Background: an optimization exercise with open tools, aiming at small area. Do not read the settings as production practice.
The RTL was checked by simulation tests, not by an equivalence proof against the original design.

// rgb2ycrcb
module rgb2ycrcb(clk, rst, r, g, b, y, cr, cb);
	input        clk;
	input        rst;
	input  [9:0] r, g, b;
	output reg [9:0] y, cr, cb;
	reg [31:0] pa;
	reg [39:0] pb;
	reg rst1, rst2;
	wire kill = rst | rst1 | rst2;
	wire g1;
	assign g1 = r[0] & ~g[0];
	wire g2;
	gx2 ug2 (.a(r[0]), .b(g[0]), .y(g2));
	wire i3;
	assign i3 = ~g[1];
	wire s4;
	wire c5;
	fa us4 (.a(r[1]), .b(i3), .c(g1), .s(s4), .co(c5));
	wire i6;
	assign i6 = ~g[2];
	wire s7;
	wire c8;
	fa us7 (.a(r[2]), .b(i6), .c(c5), .s(s7), .co(c8));
	wire i9;
	assign i9 = ~g[3];
	wire s10;
	wire c11;
	fa us10 (.a(r[3]), .b(i9), .c(c8), .s(s10), .co(c11));
	wire i12;
	assign i12 = ~g[4];
	wire s13;
	wire c14;
	fa us13 (.a(r[4]), .b(i12), .c(c11), .s(s13), .co(c14));
	wire i15;
	assign i15 = ~g[5];
	wire s16;
	wire c17;
	fa us16 (.a(r[5]), .b(i15), .c(c14), .s(s16), .co(c17));
	wire i18;
	assign i18 = ~g[6];
	wire s19;
	wire c20;
	fa us19 (.a(r[6]), .b(i18), .c(c17), .s(s19), .co(c20));
	wire i21;
	assign i21 = ~g[7];
	wire s22;
	wire c23;
	fa us22 (.a(r[7]), .b(i21), .c(c20), .s(s22), .co(c23));
	wire i24;
	assign i24 = ~g[8];
	wire s25;
	wire c26;
	fa us25 (.a(r[8]), .b(i24), .c(c23), .s(s25), .co(c26));
	wire i27;
	assign i27 = ~g[9];
	wire s28;
	wire c29;
	fa us28 (.a(r[9]), .b(i27), .c(c26), .s(s28), .co(c29));
	wire g30;
	assign g30 = b[0] & ~g[0];
	wire g31;
	gx2 ug31 (.a(b[0]), .b(g[0]), .y(g31));
	wire s32;
	wire c33;
	fa us32 (.a(b[1]), .b(i3), .c(g30), .s(s32), .co(c33));
	wire s34;
	wire c35;
	fa us34 (.a(b[2]), .b(i6), .c(c33), .s(s34), .co(c35));
	wire s36;
	wire c37;
	fa us36 (.a(b[3]), .b(i9), .c(c35), .s(s36), .co(c37));
	wire s38;
	wire c39;
	fa us38 (.a(b[4]), .b(i12), .c(c37), .s(s38), .co(c39));
	wire s40;
	wire c41;
	fa us40 (.a(b[5]), .b(i15), .c(c39), .s(s40), .co(c41));
	wire s42;
	wire c43;
  ...
Size in the first run: roughly 470 cells after synthesis, ~62 I/O pins.
==> flow/config.mk <==
export PLATFORM = sky130hd
export DESIGN_NAME = rgb2ycrcb
export DESIGN_NICKNAME = rgb2ycrcb
export VERILOG_FILES = /design/flow/design.v
export SDC_FILE = /design/flow/constraint.sdc
export NUM_CORES = 4
export LEC_CHECK = 0
export CAP_MARGIN = 20
export CORE_MARGIN = 2
export CORE_UTILIZATION = 70
export SLEW_MARGIN = 20
export SYNTH_HIERARCHICAL = 1
export SYNTH_MINIMUM_KEEP_SIZE = 0
==> flow/constraint.sdc <==
create_clock -name core_clock -period 6.0 [get_ports {clk}]
set_input_delay 1.2000 -clock core_clock [delete_from_list [all_inputs] [get_ports {clk}]]
set_output_delay 1.2000 -clock core_clock [all_outputs]
set_load 0.01 [all_outputs]
standard.sh (not shown) runs the stock make flow with config.mk's settings and CLKGATE_MAP_FILE= SYNTH_SCRIPT=/design/flow/synth_recipe.tcl, a recipe that flattens the netlist after the stock synthesis.
==> flow/flow/run.sh <==
#!/bin/bash
# Standard ORFS layout with two changes: small port buffers, and a clock tree of small
# buffers without dummy loads.
set -euo pipefail
bash standard.sh \
  "BUFFER_PORTS_ARGS=-buffer_cell sky130_fd_sc_hd__buf_1" \
  "CTS_ARGS=-sink_clustering_enable -repair_clock_nets -buf_list sky130_fd_sc_hd__clkbuf_8 -dont_use_dummy_load" \
  finish > make_finish.log 2>&1
The starting point produced a clean layout.
Rerun with:
==> flow/flow/run.sh (replaced) <==
#!/bin/bash
# Standard ORFS layout; the only change is the cell used for the port buffers.
set -euo pipefail
bash standard.sh "BUFFER_PORTS_ARGS=-buffer_cell sky130_fd_sc_hd__buf_1" finish > make_finish.log 2>&1
Settings changed: CORE_UTILIZATION 70 to 65, CTS_BUF_LIST set to sky130_fd_sc_hd__clkbuf_8.
What happened: Fmax rose by 0.86%; setup slack is better by 44 ps; clock skew fell by 24 ps; cell count rose by 4.5%.
Rerun with:
==> flow/flow/run.sh (replaced) <==
#!/bin/bash
# Standard ORFS layout with two changes: small port buffers, and a clock tree of small
# buffers without dummy loads.
set -euo pipefail
bash standard.sh \
  "BUFFER_PORTS_ARGS=-buffer_cell sky130_fd_sc_hd__buf_1" \
  "CTS_ARGS=-sink_clustering_enable -repair_clock_nets -root_buf sky130_fd_sc_hd__clkbuf_8 -buf_list sky130_fd_sc_hd__clkbuf_4 -sink_clustering_size 7 -sink_clustering_max_diameter 40 -dont_use_dummy_load" \
  finish > make_finish.log 2>&1
Settings changed: CORE_UTILIZATION 65 to 70, CTS_BUF_LIST sky130_fd_sc_hd__clkbuf_8 to not set.
After rerunning:
- routed wire length is about the same
- design area goes down by 1.6%
- global-route usage rose by 2.7 points
- synthesized cell count stays the same

static timing again, ports no longer ideal:
How much do the figures lean on ideal ports? The routed layouts below were timed once more, with nothing changed but the port constraints.
Step 1 (the two cells are an assumption about what drives the block):
set clk [get_ports {clk}]
set_driving_cell -lib_cell sky130_fd_sc_hd__clkbuf_16 $clk
set_driving_cell -lib_cell sky130_fd_sc_hd__buf_2 [delete_from_list [all_inputs] $clk]
Step 2, shift: input delay + t, output delay - t, t = (earliest + latest rising clock arrival at the registers) / 2. This alone moves slack from input paths to output paths.
Three values: ideal ports, drivers, drivers and shift; two values: the first two.
run | t (ns) | setup slack, ns | hold WS [ns] | worst setup path after step 2
the first run | 0.386 | 0.854 / 0.854 / 0.750 | 0.387 / 0.387 / 0.387 | input to register
the second run | 0.389 | 0.898 / 0.898 / 0.785 | 0.383 / 0.383 / 0.383 | input to register
the third run | 0.386 | 0.854 / 0.854 / 0.750 | 0.387 / 0.387 / 0.387 | input to register
After both steps setup and hold are still met in every run listed. For the second run, which loses most, drivers alone change the setup slack by 0.000 ns; drivers and shift together by -0.113 ns.
